This design comes from an exercise in tuning for small area on the open sky130 flow, not from production work.
Only simulation tests tie the RTL to the original design; equivalence was not proved.
Power figures rest on the tool's default switching activity, not on a simulated workload.

### flow/config.mk
export PLATFORM = sky130hd
export DESIGN_NAME = mastermind_top
export DESIGN_NICKNAME = mastermind_top
export VERILOG_FILES = /design/flow/design.v
export SDC_FILE = /design/flow/constraint.sdc
export NUM_CORES = 4
export LEC_CHECK = 0
export CAP_MARGIN = 20
export CORE_MARGIN = 2
export CORE_UTILIZATION = 40
export SLEW_MARGIN = 20
### flow/constraint.sdc
create_clock -name core_clock -period 10.0 [get_ports {clk}]
set_input_delay 2.0000 -clock core_clock [delete_from_list [all_inputs] [get_ports {clk}]]
set_output_delay 2.0000 -clock core_clock [all_outputs]
set_load 0.01 [all_outputs]
### flow/design.v
module debouncer(
	input 		clk,
	input 		rst,
	input 		noisy_in,  
	output reg 	clean_out  
    );
reg noisy_in_reg;
reg clean_out_tmp1;  
reg clean_out_tmp2;  
reg clean_out_tmp3;  
reg clean_out_tmp4;  
always@(posedge clk)
begin
	if (rst) begin
		noisy_in_reg <= 0;
		clean_out_tmp1 <= 0;
		clean_out_tmp2 <= 0;
		clean_out_tmp3 <= 0;
		clean_out_tmp4 <= 0;
		clean_out <= 0;
	end
	else begin
		noisy_in_reg <= noisy_in; 
		clean_out_tmp1 <= noisy_in_reg;
		clean_out_tmp2 <= clean_out_tmp1;
        clean_out_tmp3 <= clean_out_tmp2;
        clean_out_tmp4 <= clean_out_tmp3;
		clean_out <= ~clean_out_tmp4 & clean_out_tmp3;  
	end
end
endmodule
module mastermind (
    input clk,
    input rst,
    input enterA,
    input enterB,
    input [2:0] letterIn,
    output reg [7:0] LEDX,
    output reg [7:0] disp3,
    output reg [7:0] disp2,
    output reg [7:0] disp1,
    output reg [7:0] disp0
  );
  reg [3:0] following_st;
  parameter ST_WAIT           = 4'd0;
  parameter ST_DISPLAY_SCORE  = 4'd1;
  parameter ST_DISPLAY_MAKER  = 4'd2;
  parameter ST_INPUT_CODE     = 4'd3;
  parameter ST_DISPLAY_BREAK  = 4'd4;
  parameter ST_DISPLAY_TRIES  = 4'd5;
  parameter ST_INPUT_GUESS    = 4'd6;
  parameter ST_CHECK_RESULT   = 4'd7;
  parameter ST_REVEAL_CODE    = 4'd8;
  parameter ST_ADD_POINTS     = 4'd9;
  parameter ST_FINISH         = 4'd10;
  parameter [7:0] DISP_OFF   = 8'b1_1111111;
  parameter [7:0] DISP_LINE  = 8'b1_0111111;
  parameter [7:0] DISP_ZERO  = 8'b1_1000000;
  parameter [7:0] DISP_ONE   = 8'b1_1111001;
  parameter [7:0] DISP_TWO   = 8'b1_0100100;
  parameter [7:0] DISP_THREE = 8'b1_0110000;
  parameter [7:0] DISP_A = 8'b1_0001000;
  parameter [7:0] DISP_B = 8'b1_0000011;
  parameter [7:0] DISP_C = 8'b1_1000110;
  parameter [7:0] DISP_E = 8'b1_0000110;
  parameter [7:0] DISP_F = 8'b1_0001110;
  parameter [7:0] DISP_H = 8'b1_0001001;
  parameter [7:0] DISP_L = 8'b1_1000111;
  parameter [7:0] DISP_U = 8'b1_1000001;
  parameter [7:0] DISP_P = 8'b1_0001100;
  parameter [7:0] TIME_SHOW  = 8'd100;
  parameter [7:0] TIME_BLINK = 8'd25;
  reg maker_is_A;
  reg [1:0] points_A;
  reg [1:0] points_B;
  reg [2:0] tries_remaining;
  reg [2:0] input_position;
  reg [7:0] wait_counter;
  reg [2:0] hidden_char_3;
  reg [2:0] hidden_char_2;
  reg [2:0] hidden_char_1;
  reg [2:0] hidden_char_0;
  reg [2:0] guess_char_3;
  reg [2:0] guess_char_2;
  reg [2:0] guess_char_1;
  reg [2:0] guess_char_0;
  reg hidden_input_complete;
  reg guess_input_complete;
  wire maker_btn_signal;
  wire breaker_btn_signal;
  wire timer_expired;
  wire game_finished;
  wire match_all;
  wire no_tries_left;
  wire en_hidden_input;
  wire en_guess_input;
  wire en_score_update_breaker;
  wire en_score_update_maker;
  wire timer_enable;
  wire timer_load;
  wire input_pos_reset;
  reg [1:0] hint_3, hint_2, hint_1, hint_0;
  reg used_h3_temp, used_h2_temp, used_h1_temp, used_h0_temp;
  reg [7:0] hidden_disp_3, hidden_disp_2, hidden_disp_1, hidden_disp_0;
  reg [7:0] guess_disp_3, guess_disp_2, guess_disp_1, guess_disp_0;
  reg [7:0] points_A_disp, points_B_disp, tries_disp;
  assign en_hidden_input = (present_st == ST_INPUT_CODE);
  assign en_guess_input  = (present_st == ST_INPUT_GUESS);
  assign en_score_update_breaker = (present_st == ST_CHECK_RESULT) && (following_st == ST_ADD_POINTS);
  assign en_score_update_maker   = (present_st == ST_REVEAL_CODE) && (following_st == ST_ADD_POINTS);
  assign timer_enable = (present_st == ST_DISPLAY_SCORE) ||
         (present_st == ST_DISPLAY_MAKER) ||
         (present_st == ST_DISPLAY_BREAK) ||
         (present_st == ST_DISPLAY_TRIES) ||
         (present_st == ST_REVEAL_CODE) ||
         (present_st == ST_ADD_POINTS) ||
         (present_st == ST_FINISH) ||
         ((present_st == ST_INPUT_CODE) && (input_position == 3'd4)) ||
         ((present_st == ST_INPUT_GUESS) && (input_position == 3'd4));
  assign timer_load = (present_st != following_st);
  assign input_pos_reset = ((present_st == ST_DISPLAY_MAKER) && (following_st == ST_INPUT_CODE)) ||
         ((present_st == ST_DISPLAY_TRIES) && (following_st == ST_INPUT_GUESS));
  assign maker_btn_signal   = en_hidden_input ? ((maker_is_A == 1'b1) ? enterA : enterB) : 1'b0;
  assign breaker_btn_signal = (en_guess_input || (present_st == ST_CHECK_RESULT)) ? ((maker_is_A == 1'b1) ? enterB : enterA) : 1'b0;
  assign timer_expired = (wait_counter >= TIME_SHOW - 1);
  assign game_finished = ((points_A == 2'd2) || (points_B == 2'd2));
  assign match_all = (hint_3 == 2'b11) && (hint_2 == 2'b11) && (hint_1 == 2'b11) && (hint_0 == 2'b11);
  assign no_tries_left = (tries_remaining == 3'd1) && (!match_all);
  reg [3:0] present_st;
  always @(posedge clk) begin
    if (rst) begin
        present_st <= ST_WAIT;
    end else begin
        present_st <= following_st;
    end
  end
  always @(*)
  begin
    following_st = present_st;
    case (present_st)
      ST_WAIT:
      begin
        if ((enterA == 1'b1) || (enterB == 1'b1))
        begin
          following_st = ST_DISPLAY_SCORE;
        end
      end
      ST_DISPLAY_SCORE:
      begin
        if (timer_expired == 1'b1)
        begin
          following_st = ST_DISPLAY_MAKER;
        end
      end
      ST_DISPLAY_MAKER:
      begin
        if (timer_expired == 1'b1)
        begin
          following_st = ST_INPUT_CODE;
        end
      end
      ST_INPUT_CODE:
      begin
        if ((hidden_input_complete == 1'b1) && ((input_position != 3'd4) || (timer_expired == 1'b1)))
        begin
          following_st = ST_DISPLAY_BREAK;
        end
      end
      ST_DISPLAY_BREAK:
      begin
        if (timer_expired == 1'b1)
        begin
          following_st = ST_DISPLAY_TRIES;
        end
      end
      ST_DISPLAY_TRIES:
      begin
        if (timer_expired == 1'b1)
        begin
          following_st = ST_INPUT_GUESS;
        end
      end
      ST_INPUT_GUESS:
      begin
        if ((guess_input_complete == 1'b1) && ((input_position != 3'd4) || (timer_expired == 1'b1)))
        begin
          following_st = ST_CHECK_RESULT;
        end
      end
      ST_CHECK_RESULT:
      begin
        if (breaker_btn_signal == 1'b1)
        begin
          if (match_all == 1'b1)
          begin
            following_st = ST_ADD_POINTS;
          end
          else if (no_tries_left == 1'b1)
          begin
            following_st = ST_REVEAL_CODE;
          end
          else
          begin
            following_st = ST_DISPLAY_TRIES;
          end
        end
      end
      ST_REVEAL_CODE:
      begin
        if (timer_expired == 1'b1)
        begin
          following_st = ST_ADD_POINTS;
        end
      end
      ST_ADD_POINTS:
      begin
        if (timer_expired == 1'b1)
        begin
          if (game_finished == 1'b1)
          begin
            following_st = ST_FINISH;
          end
          else
          begin
            following_st = ST_DISPLAY_SCORE;
          end
        end
      end
      ST_FINISH:
      begin
        if ((enterA == 1'b1) || (enterB == 1'b1))
        begin
          following_st = ST_WAIT;
        end
      end
      default:
      begin
        following_st = ST_WAIT;
      end
    endcase
  end
  always @(posedge clk)
  begin
    if (rst) begin
        wait_counter <= 8'd0;
    end
    else if (timer_load) begin
        wait_counter <= 8'd0;
    end
    else if (timer_enable) begin
        if (wait_counter >= TIME_SHOW - 1)
            wait_counter <= 8'd0;
        else
            wait_counter <= wait_counter + 1;
    end
    else begin
        wait_counter <= 8'd0;
    end
  end
  always @(posedge clk)
  begin
    if (rst)
    begin
      maker_is_A <= 1'b1;
      points_A <= 2'd0;
      points_B <= 2'd0;
      tries_remaining <= 3'd3;
      input_position <= 3'd0;
      hidden_char_3 <= 3'd0;
      hidden_char_2 <= 3'd0;
      hidden_char_1 <= 3'd0;
      hidden_char_0 <= 3'd0;
      guess_char_3 <= 3'd0;
      guess_char_2 <= 3'd0;
      guess_char_1 <= 3'd0;
      guess_char_0 <= 3'd0;
      hidden_input_complete <= 1'b0;
      guess_input_complete <= 1'b0;
    end
    else
    begin
      if (present_st == ST_WAIT)
      begin
        if ((enterA == 1'b1) && (enterB == 1'b0))
        begin
          maker_is_A <= 1'b1;
          points_A <= 2'd0;
          points_B <= 2'd0;
          tries_remaining <= 3'd3;
        end
        else if ((enterB == 1'b1) && (enterA == 1'b0))
        begin
          maker_is_A <= 1'b0;
          points_A <= 2'd0;
          points_B <= 2'd0;
          tries_remaining <= 3'd3;
        end
        else if ((enterA == 1'b1) && (enterB == 1'b1))
        begin
          maker_is_A <= 1'b1;
          points_A <= 2'd0;
          points_B <= 2'd0;
          tries_remaining <= 3'd3;
        end
      end
      if (present_st != following_st)
      begin
        if (following_st == ST_INPUT_CODE || following_st == ST_INPUT_GUESS)
          input_position <= 3'd0;
      end
      if (present_st != ST_INPUT_CODE)
      begin
        hidden_input_complete <= 1'b0;
      end
      if (present_st != ST_INPUT_GUESS)
      begin
        guess_input_complete <= 1'b0;
      end
      if (input_pos_reset)
        input_position <= 3'd0;
      if ((present_st == ST_DISPLAY_MAKER) && (following_st == ST_INPUT_CODE))
      begin
        hidden_char_3 <= 3'd0;
        hidden_char_2 <= 3'd0;
        hidden_char_1 <= 3'd0;
        hidden_char_0 <= 3'd0;
      end
      if (en_hidden_input)
      begin
        if ((maker_btn_signal == 1'b1) && (letterIn != 3'd0))
        begin
          case (input_position)
            3'd0:
            begin
              hidden_char_3 <= letterIn;
              input_position <= 3'd1;
            end
            3'd1:
            begin
              hidden_char_2 <= letterIn;
              input_position <= 3'd2;
            end
            3'd2:
            begin
              hidden_char_1 <= letterIn;
              input_position <= 3'd3;
            end
            3'd3:
            begin
              hidden_char_0 <= letterIn;
              input_position <= 3'd4;
              hidden_input_complete <= 1'b1;
            end
            default:
            begin
              input_position <= 3'd0;
            end
          endcase
        end
      end
      if ((present_st == ST_DISPLAY_TRIES) && (following_st == ST_INPUT_GUESS))
      begin
        guess_char_3 <= 3'd0;
        guess_char_2 <= 3'd0;
        guess_char_1 <= 3'd0;
        guess_char_0 <= 3'd0;
      end
      if (en_guess_input)
      begin
        if ((breaker_btn_signal == 1'b1) && (letterIn != 3'd0))
        begin
          case (input_position)
            3'd0:
            begin
              guess_char_3 <= letterIn;
              input_position <= 3'd1;
            end
            3'd1:
            begin
              guess_char_2 <= letterIn;
              input_position <= 3'd2;
            end
            3'd2:
            begin
              guess_char_1 <= letterIn;
              input_position <= 3'd3;
            end
            3'd3:
            begin
              guess_char_0 <= letterIn;
              input_position <= 3'd4;
              guess_input_complete <= 1'b1;
            end
            default:
            begin
              input_position <= 3'd0;
            end
          endcase
        end
      end
      if (en_score_update_breaker)
      begin
        if (maker_is_A)
          points_B <= points_B + 2'd1;
        else
          points_A <= points_A + 2'd1;
      end
      if ((present_st == ST_CHECK_RESULT) && (following_st == ST_DISPLAY_TRIES))
        tries_remaining <= tries_remaining - 3'd1;
      if (en_score_update_maker)
      begin
        if (maker_is_A)
          points_A <= points_A + 2'd1;
        else
          points_B <= points_B + 2'd1;
      end
      if ((present_st == ST_ADD_POINTS) && (following_st == ST_DISPLAY_SCORE))
      begin
        maker_is_A <= ~maker_is_A;
        tries_remaining <= 3'd3;
        input_position <= 3'd0;
        hidden_char_3 <= 3'd0;
        hidden_char_2 <= 3'd0;
        hidden_char_1 <= 3'd0;
        hidden_char_0 <= 3'd0;
        guess_char_3 <= 3'd0;
        guess_char_2 <= 3'd0;
        guess_char_1 <= 3'd0;
        guess_char_0 <= 3'd0;
      end
      if ((present_st == ST_FINISH) && (following_st == ST_WAIT))
      begin
        points_A <= 2'd0;
        points_B <= 2'd0;
        tries_remaining <= 3'd3;
        input_position <= 3'd0;
      end
    end
  end
  always @(*)
  begin
    used_h3_temp = 1'b0;
    used_h2_temp = 1'b0;
    used_h1_temp = 1'b0;
    used_h0_temp = 1'b0;
    hint_3 = 2'b00;
    hint_2 = 2'b00;
    hint_1 = 2'b00;
    hint_0 = 2'b00;
    if ((guess_char_3 == hidden_char_3) && (guess_char_3 != 3'd0))
    begin
      hint_3 = 2'b11;
      used_h3_temp = 1'b1;
    end
    if ((guess_char_2 == hidden_char_2) && (guess_char_2 != 3'd0))
    begin
      hint_2 = 2'b11;
      used_h2_temp = 1'b1;
    end
    if ((guess_char_1 == hidden_char_1) && (guess_char_1 != 3'd0))
    begin
      hint_1 = 2'b11;
      used_h1_temp = 1'b1;
    end
    if ((guess_char_0 == hidden_char_0) && (guess_char_0 != 3'd0))
    begin
      hint_0 = 2'b11;
      used_h0_temp = 1'b1;
    end
    if ((hint_3 != 2'b11) && (guess_char_3 != 3'd0))
    begin
      if ((guess_char_3 == hidden_char_2) && (used_h2_temp == 1'b0))
      begin
        hint_3 = 2'b01;
        used_h2_temp = 1'b1;
      end
      else if ((guess_char_3 == hidden_char_1) && (used_h1_temp == 1'b0))
      begin
        hint_3 = 2'b01;
        used_h1_temp = 1'b1;
      end
      else if ((guess_char_3 == hidden_char_0) && (used_h0_temp == 1'b0))
      begin
        hint_3 = 2'b01;
        used_h0_temp = 1'b1;
      end
    end
    if ((hint_2 != 2'b11) && (guess_char_2 != 3'd0))
    begin
      if ((guess_char_2 == hidden_char_3) && (used_h3_temp == 1'b0))
      begin
        hint_2 = 2'b01;
        used_h3_temp = 1'b1;
      end
      else if ((guess_char_2 == hidden_char_1) && (used_h1_temp == 1'b0))
      begin
        hint_2 = 2'b01;
        used_h1_temp = 1'b1;
      end
      else if ((guess_char_2 == hidden_char_0) && (used_h0_temp == 1'b0))
      begin
        hint_2 = 2'b01;
        used_h0_temp = 1'b1;
      end
    end
    if ((hint_1 != 2'b11) && (guess_char_1 != 3'd0))
    begin
      if ((guess_char_1 == hidden_char_3) && (used_h3_temp == 1'b0))
      begin
        hint_1 = 2'b01;
        used_h3_temp = 1'b1;
      end
      else if ((guess_char_1 == hidden_char_2) && (used_h2_temp == 1'b0))
      begin
        hint_1 = 2'b01;
        used_h2_temp = 1'b1;
      end
      else if ((guess_char_1 == hidden_char_0) && (used_h0_temp == 1'b0))
      begin
        hint_1 = 2'b01;
        used_h0_temp = 1'b1;
      end
    end
    if ((hint_0 != 2'b11) && (guess_char_0 != 3'd0))
    begin
      if ((guess_char_0 == hidden_char_3) && (used_h3_temp == 1'b0))
      begin
        hint_0 = 2'b01;
        used_h3_temp = 1'b1;
      end
      else if ((guess_char_0 == hidden_char_2) && (used_h2_temp == 1'b0))
      begin
        hint_0 = 2'b01;
        used_h2_temp = 1'b1;
      end
      else if ((guess_char_0 == hidden_char_1) && (used_h1_temp == 1'b0))
      begin
        hint_0 = 2'b01;
        used_h1_temp = 1'b1;
      end
    end
  end
  always @(*)
  begin
    case (hidden_char_3)
      3'b001:
        hidden_disp_3 = DISP_A;
      3'b010:
        hidden_disp_3 = DISP_C;
      3'b011:
        hidden_disp_3 = DISP_E;
      3'b100:
        hidden_disp_3 = DISP_F;
      3'b101:
        hidden_disp_3 = DISP_H;
      3'b110:
        hidden_disp_3 = DISP_L;
      3'b111:
        hidden_disp_3 = DISP_U;
      default:
        hidden_disp_3 = DISP_OFF;
    endcase
    case (hidden_char_2)
      3'b001:
        hidden_disp_2 = DISP_A;
      3'b010:
        hidden_disp_2 = DISP_C;
      3'b011:
        hidden_disp_2 = DISP_E;
      3'b100:
        hidden_disp_2 = DISP_F;
      3'b101:
        hidden_disp_2 = DISP_H;
      3'b110:
        hidden_disp_2 = DISP_L;
      3'b111:
        hidden_disp_2 = DISP_U;
      default:
        hidden_disp_2 = DISP_OFF;
    endcase
    case (hidden_char_1)
      3'b001:
        hidden_disp_1 = DISP_A;
      3'b010:
        hidden_disp_1 = DISP_C;
      3'b011:
        hidden_disp_1 = DISP_E;
      3'b100:
        hidden_disp_1 = DISP_F;
      3'b101:
        hidden_disp_1 = DISP_H;
      3'b110:
        hidden_disp_1 = DISP_L;
      3'b111:
        hidden_disp_1 = DISP_U;
      default:
        hidden_disp_1 = DISP_OFF;
    endcase
    case (hidden_char_0)
      3'b001:
        hidden_disp_0 = DISP_A;
      3'b010:
        hidden_disp_0 = DISP_C;
      3'b011:
        hidden_disp_0 = DISP_E;
      3'b100:
        hidden_disp_0 = DISP_F;
      3'b101:
        hidden_disp_0 = DISP_H;
      3'b110:
        hidden_disp_0 = DISP_L;
      3'b111:
        hidden_disp_0 = DISP_U;
      default:
        hidden_disp_0 = DISP_OFF;
    endcase
  end
  always @(*)
  begin
    case (guess_char_3)
      3'b001:
        guess_disp_3 = DISP_A;
      3'b010:
        guess_disp_3 = DISP_C;
      3'b011:
        guess_disp_3 = DISP_E;
      3'b100:
        guess_disp_3 = DISP_F;
      3'b101:
        guess_disp_3 = DISP_H;
      3'b110:
        guess_disp_3 = DISP_L;
      3'b111:
        guess_disp_3 = DISP_U;
      default:
        guess_disp_3 = DISP_OFF;
    endcase
    case (guess_char_2)
      3'b001:
        guess_disp_2 = DISP_A;
      3'b010:
        guess_disp_2 = DISP_C;
      3'b011:
        guess_disp_2 = DISP_E;
      3'b100:
        guess_disp_2 = DISP_F;
      3'b101:
        guess_disp_2 = DISP_H;
      3'b110:
        guess_disp_2 = DISP_L;
      3'b111:
        guess_disp_2 = DISP_U;
      default:
        guess_disp_2 = DISP_OFF;
    endcase
    case (guess_char_1)
      3'b001:
        guess_disp_1 = DISP_A;
      3'b010:
        guess_disp_1 = DISP_C;
      3'b011:
        guess_disp_1 = DISP_E;
      3'b100:
        guess_disp_1 = DISP_F;
      3'b101:
        guess_disp_1 = DISP_H;
      3'b110:
        guess_disp_1 = DISP_L;
      3'b111:
        guess_disp_1 = DISP_U;
      default:
        guess_disp_1 = DISP_OFF;
    endcase
    case (guess_char_0)
      3'b001:
        guess_disp_0 = DISP_A;
      3'b010:
        guess_disp_0 = DISP_C;
      3'b011:
        guess_disp_0 = DISP_E;
      3'b100:
        guess_disp_0 = DISP_F;
      3'b101:
        guess_disp_0 = DISP_H;
      3'b110:
        guess_disp_0 = DISP_L;
      3'b111:
        guess_disp_0 = DISP_U;
      default:
        guess_disp_0 = DISP_OFF;
    endcase
  end
  always @(*)
  begin
    case (points_A)
      2'd0:
        points_A_disp = DISP_ZERO;
      2'd1:
        points_A_disp = DISP_ONE;
      2'd2:
        points_A_disp = DISP_TWO;
      default:
        points_A_disp = DISP_ZERO;
    endcase
    case (points_B)
      2'd0:
        points_B_disp = DISP_ZERO;
      2'd1:
        points_B_disp = DISP_ONE;
      2'd2:
        points_B_disp = DISP_TWO;
      default:
        points_B_disp = DISP_ZERO;
    endcase
    case (tries_remaining)
      3'd3:
        tries_disp = DISP_THREE;
      3'd2:
        tries_disp = DISP_TWO;
      3'd1:
        tries_disp = DISP_ONE;
      default:
        tries_disp = DISP_ZERO;
    endcase
  end
  always @(*)
  begin
    LEDX = 8'b00000000;
    disp3 = DISP_OFF;
    disp2 = DISP_OFF;
    disp1 = DISP_LINE;
    disp0 = DISP_OFF;
    case (present_st)
      ST_WAIT:
      begin
        disp3 = DISP_OFF;
        disp2 = DISP_A;
        disp1 = DISP_LINE;
        disp0 = DISP_B;
        LEDX = 8'b00000000;
      end
      ST_DISPLAY_SCORE:
      begin
        disp3 = DISP_OFF;
        disp2 = points_A_disp;
        disp1 = DISP_LINE;
        disp0 = points_B_disp;
        LEDX = 8'b00000000;
      end
      ST_DISPLAY_MAKER:
      begin
        disp3 = DISP_OFF;
        disp2 = DISP_P;
        disp1 = DISP_LINE;
        if (maker_is_A == 1'b1)
        begin
          disp0 = DISP_A;
        end
        else
        begin
          disp0 = DISP_B;
        end
        LEDX = 8'b00000000;
      end
      ST_DISPLAY_BREAK:
      begin
        disp3 = DISP_OFF;
        disp2 = DISP_P;
        disp1 = DISP_LINE;
        if (maker_is_A == 1'b1)
        begin
          disp0 = DISP_B;
        end
        else
        begin
          disp0 = DISP_A;
        end
        LEDX = 8'b00000000;
      end
      ST_DISPLAY_TRIES:
      begin
        disp3 = DISP_OFF;
        disp2 = DISP_L;
        disp1 = DISP_LINE;
        disp0 = tries_disp;
        LEDX = 8'b00000000;
      end
      ST_INPUT_CODE:
      begin
        case (input_position)
          3'd0:
          begin
            disp3 = DISP_OFF;
            disp2 = DISP_OFF;
            disp1 = DISP_OFF;
            disp0 = DISP_OFF;
          end
          3'd1:
          begin
            disp3 = hidden_disp_3;
            disp2 = DISP_OFF;
            disp1 = DISP_OFF;
            disp0 = DISP_OFF;
          end
          3'd2:
          begin
            disp3 = DISP_LINE;
            disp2 = hidden_disp_2;
            disp1 = DISP_OFF;
            disp0 = DISP_OFF;
          end
          3'd3:
          begin
            disp3 = DISP_LINE;
            disp2 = DISP_LINE;
            disp1 = hidden_disp_1;
            disp0 = DISP_OFF;
          end
          3'd4:
          begin
            disp3 = DISP_LINE;
            disp2 = DISP_LINE;
            disp1 = DISP_LINE;
            disp0 = hidden_disp_0;
          end
          default:
          begin
            disp3 = DISP_OFF;
            disp2 = DISP_OFF;
            disp1 = DISP_OFF;
            disp0 = DISP_OFF;
          end
        endcase
        LEDX = 8'b00000000;
      end
      ST_INPUT_GUESS:
      begin
        if (guess_char_3 != 3'd0)
        begin
          disp3 = guess_disp_3;
        end
        else
        begin
          disp3 = DISP_OFF;
        end
        if (guess_char_2 != 3'd0)
        begin
          disp2 = guess_disp_2;
        end
        else
        begin
          disp2 = DISP_OFF;
        end
        if (guess_char_1 != 3'd0)
        begin
          disp1 = guess_disp_1;
        end
        else
        begin
          disp1 = DISP_OFF;
        end
        if (guess_char_0 != 3'd0)
        begin
          disp0 = guess_disp_0;
        end
        else
        begin
          disp0 = DISP_OFF;
        end
        LEDX = 8'b00000000;
      end
      ST_CHECK_RESULT:
      begin
        disp3 = guess_disp_3;
        disp2 = guess_disp_2;
        disp1 = guess_disp_1;
        disp0 = guess_disp_0;
        LEDX = {hint_3, hint_2, hint_1, hint_0};
      end
      ST_REVEAL_CODE:
      begin
        disp3 = hidden_disp_3;
        disp2 = hidden_disp_2;
        disp1 = hidden_disp_1;
        disp0 = hidden_disp_0;
        LEDX = 8'b00000000;
      end
      ST_ADD_POINTS:
      begin
        disp3 = DISP_OFF;
        disp2 = points_A_disp;
        disp1 = DISP_LINE;
        disp0 = points_B_disp;
        LEDX = 8'b00000000;
      end
      ST_FINISH:
      begin
        disp3 = DISP_OFF;
        disp2 = points_A_disp;
        disp1 = DISP_LINE;
        disp0 = points_B_disp;
        if (wait_counter < TIME_BLINK)
        begin
          LEDX = 8'b11111111;
        end
        else
        begin
          LEDX = 8'b00000000;
        end
      end
      default:
      begin
        disp3 = DISP_OFF;
        disp2 = DISP_OFF;
        disp1 = DISP_LINE;
        disp0 = DISP_OFF;
        LEDX = 8'b00000000;
      end
    endcase
  end
endmodule
module mastermind_top (
    input        clk,
    input        rst,         
    input        enterA,      
    input        enterB,      
    input  [2:0] letterIn,
    output [7:0] led,
    output [7:0] disp3,
    output [7:0] disp2,
    output [7:0] disp1,
    output [7:0] disp0
);
    wire enterA_clean;
    wire enterB_clean;
    debouncer dbA (
        .clk(clk),
        .rst(~rst),
        .noisy_in(~enterA),
        .clean_out(enterA_clean)
    );
    debouncer dbB (
        .clk(clk),
        .rst(~rst),
        .noisy_in(~enterB),
        .clean_out(enterB_clean)
    );
    mastermind game (
        .clk(clk),
        .rst(~rst),
        .enterA(enterA_clean),
        .enterB(enterB_clean),
        .letterIn(letterIn),
        .LEDX(led),
        .disp3(disp3),
        .disp2(disp2),
        .disp1(disp1),
        .disp0(disp0)
    );
endmodule
### flow/run.sh
#!/bin/bash
# synth_recipe.tcl (not shown) runs the flow's synth.tcl, then flattens the netlist and writes it again
# the make line also repeats each setting of config.mk as NAME=value (left out here)
make -C /OpenROAD-flow-scripts/flow DESIGN_CONFIG=/design/flow/config.mk WORK_HOME=/design/flow/orfs CLKGATE_MAP_FILE= SYNTH_SCRIPT=/design/flow/synth_recipe.tcl finish
==> results.txt <==
metrics by stage:
stage / std cells / worst slack, ps
floorplan: 700 / 6000
global placement: 857 / 5160
detailed placement: 857 / 5110
CTS: 873 / 4740
global route: 873 / 4480
finish: 873 / 4670
path summary, 6_finish.rpt:
kind / startpoint / to / depth (start not counted)
min: dbA.clean_out_tmp4 / dbA.clean_out / 1
min reg2reg: dbA.clean_out_tmp4 / dbA.clean_out / 1
max reg2reg: game.present_st[2] / game.tries_remaining[0] / 7
max: game.present_st[3] / disp3[0] / 8
metal layers:
metal | vias to the layer above | share of wire, %
met5 | - | 0
li1 | 2465 | -
met1 | 2366 | 44
met2 | 202 | 48
met4 | 0 | 2.3
met3 | 33 | 5.7
cell usage after synthesis, types with 4 or more instances:
master / n
sky130_fd_sc_hd__a21oi_1: 52
sky130_fd_sc_hd__a221o_1: 7
sky130_fd_sc_hd__a22oi_1: 10
sky130_fd_sc_hd__a31oi_1: 12
sky130_fd_sc_hd__a32oi_1: 4
sky130_fd_sc_hd__and2_1: 23
sky130_fd_sc_hd__and3_1: 4
sky130_fd_sc_hd__buf_1: 13
sky130_fd_sc_hd__buf_2: 7
sky130_fd_sc_hd__buf_4: 13
sky130_fd_sc_hd__clkbuf_1: 22
sky130_fd_sc_hd__dfxtp_1: 61
sky130_fd_sc_hd__ha_1: 16
sky130_fd_sc_hd__inv_1: 27
sky130_fd_sc_hd__mux2i_1: 6
sky130_fd_sc_hd__nand2_1: 50
sky130_fd_sc_hd__nand2b_1: 9
sky130_fd_sc_hd__nand3_1: 35
sky130_fd_sc_hd__nand4_1: 4
sky130_fd_sc_hd__nor2_1: 75
sky130_fd_sc_hd__nor2b_1: 7
sky130_fd_sc_hd__nor3_1: 28
sky130_fd_sc_hd__nor3b_1: 4
sky130_fd_sc_hd__nor4_1: 5
sky130_fd_sc_hd__o211ai_1: 7
sky130_fd_sc_hd__o21a_1: 8
sky130_fd_sc_hd__o21ai_0: 45
sky130_fd_sc_hd__o22ai_1: 8
sky130_fd_sc_hd__or3_1: 8
sky130_fd_sc_hd__xnor2_1: 33
sky130_fd_sc_hd__xor2_1: 19
kinds of logic after synthesis:
family / Yosys count / synth area share [%]
and+or+nand+nor: 281 / 28.3
AOI/OAI and AO/OA: 186 / 23.7
buffers and inverters: 88 / 8.60
DFF: 61 / 23.8
xor gates and xnor gates: 54 / 9.72
adders and majority gates: 16 / 3.90
muxes: 9 / 1.90
other: 2 / 0.146
cell usage in the layout (no fill, tap or decap), types with 27 or more instances in the layout:
cell	count
sky130_fd_sc_hd__nor2_1	75
sky130_fd_sc_hd__dfxtp_1	61
sky130_fd_sc_hd__a21oi_1	52
sky130_fd_sc_hd__nand2_1	50
sky130_fd_sc_hd__o21ai_0	45
sky130_fd_sc_hd__clkdlybuf4s50_1	42
sky130_fd_sc_hd__nand3_1	35
sky130_fd_sc_hd__xnor2_1	33
sky130_fd_sc_hd__nor3_1	28
sky130_fd_sc_hd__inv_1	27
layout make-up:
class                   instances  area, um2
clock buffers                  11        243
clock inverters                 5       58.8
fillers                      1275       6800
inverters                      28        105
multi-input cells             551       3480
flip-flops and latches         61       1220
well taps                     172        215
repair buffers                 45        443
power groups by stage:
stage          registers (uW)  logic [uW]  clock network, uW
2_1_floorplan             251        13.9                  0
3_3_place_gp              251        19.3                  0
3_5_place_dp              251        19.2                  0
4_1_cts                   246        19.3                322
5_1_grt                   246        21.3                329
6_report                  246        19.5                316
==> summary.txt <==
STA
  • Timing-limited maximum frequency: between 150 and 200 MHz
  • Final setup TNS: 0 ps
  • Max-slew violation total from the final report: 0
  • Transition time of the tightest slew-check pin: between 900 and 1000 ps
  • Share of the cycle needed by the critical path after routing: around 53%
  • Max_slew headroom: approximately a third
  • Minimum hold slack: roughly 380 ps
  • Endpoints failing setup: 0
  • Fin Clk Skew: approximately 7.6 ps
  • Fin crit period: about 5300 ps
  • Number of hold violations in the final report: 0
  • RSZ-0062 raised after global routing: false

GRT
  • GR met2 Demand/Resource: between 30% and 40%
  • Met3 Use GR: 2.87%
  • Number of global-route vias before repair: roughly 4.8k
  • Initial antenna violation count: 0
  • Met1 global-route usage: 28.2%
  • GRT busiest layer: met2
  • Leftover overflow at the end of global routing: 0
  • Overall track demand over capacity in global routing: between 20% and 30%
  • Wire length of the first global-routing pass: ~25000 um
  • Pin count of the biggest net entering global routing: 32

Setup path
  • Kind of cell with the highest combined delay on the critical path: buffers and inverters
  • Top fanout value on the critical path: 24
  • Critical Path Slowest Stage Cell: sky130_fd_sc_hd__dfxtp_1
  • Reg-to-reg slack, setup: around 6700 ps
  • Worst setup EP type: primary output
  • Critical Path Source Type: flop
  • WS Path Type: flop to primary output
  • Critical path arrival: 3330 ps
  • Sum of buffers and inverters on the critical path: 3
  • Required time at the endpoint of the critical path: around 8000 ps
  • Critical-path cell list: inv_2 -> or3_1 -> a21oi_1 -> buf_4 -> o22ai_1 -> a221o_1 -> or2_1 -> clkdlybuf4s50_1
  • Largest stage delay on the critical path: around 830 ps

Power and ir drop
  • Pwr dens: between 100 and 150 nW/um2
  • Net switching power: ~130 uW
  • Fraction of power consumed by combinational cells: about 3.3%
  • Internal power: around 450 uW
  • Pleak: roughly 0.0021 uW
  • Largest vdd supply drop: slightly above 0.09 mV
  • Sw Share: roughly 22%
  • PnR Total Power: slightly below 600 uW
  • Clk network pwr share: a little over half
  • Share of power burned in registers: a little over two fifths

Floorplan
  • Cell Rows: 41
  • Ports: between 40 and 50
  • Starting Density: about 41%
  • Chip Width: ~120 um
  • Area of the die: approximately 14000 um2
  • Area of the core: ~13000 um2
  • Overall die height: approximately 120 um

Clock tree
  • Total CTS buffers: 9
  • Cts repair resizes: 0
  • CTS tree: done
  • Max clock buf depth: 2
  • Clock sinks: about 60
  • Post-CTS setup buffer count: 0
  • Clock transition at path regs: about 50 ps
  • # hold bufs at CTS: 0
  • Maximum level of the CTS H-tree: 3
  • Clock latency (worst-skew pair): between 300 and 400 ps
  • Buffer cell driving the clock tree root: sky130_fd_sc_hd__clkbuf_16

Final layout
  • Proportion of layout cells with a drive suffix above 1: under 10%
  • Post-Layout Inst Area: between 5000 and 6000 um2
  • Registers with the most flip-flops: game.wait_counter (8), game.present_st (4)
  • End-of-flow core utilization: 45.9%
  • Layout area overhead: 12.4%
  • Total inserted antenna cells: 0
  • Largest Register: game.wait_counter
  • Flip-flop count of the largest register, all copies and words added: 8
  • Net count, final: between 700 and 800

Routing
  • Number of iterations in the first detailed-routing pass: 5
  • Via/cell ratio: 5.80
  • Post-route DRC violation count: 0
  • Iteration-0 DRC Markers: approximately 570
  • Routed via count: ~5k
  • Final ANT Viol Nets: 0
  • Wire length per cell after detailed routing: ~17 um
  • Total wire length: around 15000 um

Logic synthesis
  • Synth warnings: 2
  • Post-synthesis instance area: about 5100 um2
  • Number of enable flip-flop cells after synthesis: 0
  • Top_reg_cell synth: sky130_fd_sc_hd__dfxtp_1
  • Top cells by area, synth: sky130_fd_sc_hd__dfxtp_1 (24%), sky130_fd_sc_hd__xnor2_1 (5.6%), sky130_fd_sc_hd__nor2_1 (5.5%)
  • Sequential fraction of the synthesis area: a little under a quarter
  • Area share of the leading cell type in the synthesized netlist: a little under a quarter
  • Number of library cell types mapped by synthesis: 80
  • Avg Inst Size Synth: 7.37 um2
  • Share of flip-flops with an asynchronous set or reset: 0%
  • Register bit total from synthesis: 61
  • Cell count after synthesis: ~700
  • Largest area contributor in the netlist: sky130_fd_sc_hd__dfxtp_1

Job
  • MaxCap Viol Count: 0

Worst hold path
  • Class of the worst hold path: flop to flop

Placed design
  • Post-detailed-placement half-perimeter wirelength: approximately 11000 um
  • Gp weighted congestion: between 0.9 and 1
  • Total placed instance area: around 5500 um2
  • Port buffer count: 42

Status
  • Run status: complete, no violations

[port drivers added, routing unchanged]
Ports are ideal in the flow. The routed layout listed here was re-timed in OpenROAD.
Step 1: set_driving_cell puts a clkbuf_16 on clk and a buf_2 on each other input, an assumption about the parent block.
Step 2 moves the port delays by t, midway between the first and last clock arrival at a register: inputs arrive t later, outputs are due t later. That takes back most of the time a late clock gives input paths.
Three values: ideal, step 1, step 2; two values: the first two.
t (ns): 0.371
setup slack, ns: 4.673 / 4.635 / 5.006
worst setup path at the end: register to output
worst register clock-pin slew, ns: 0.06 / 0.06
worst data-port slew with drivers (ns): 0.03
After both steps setup and hold are still met in this run. The setup slack of this run moves by -0.038 ns with the drivers and by +0.333 ns with both steps.
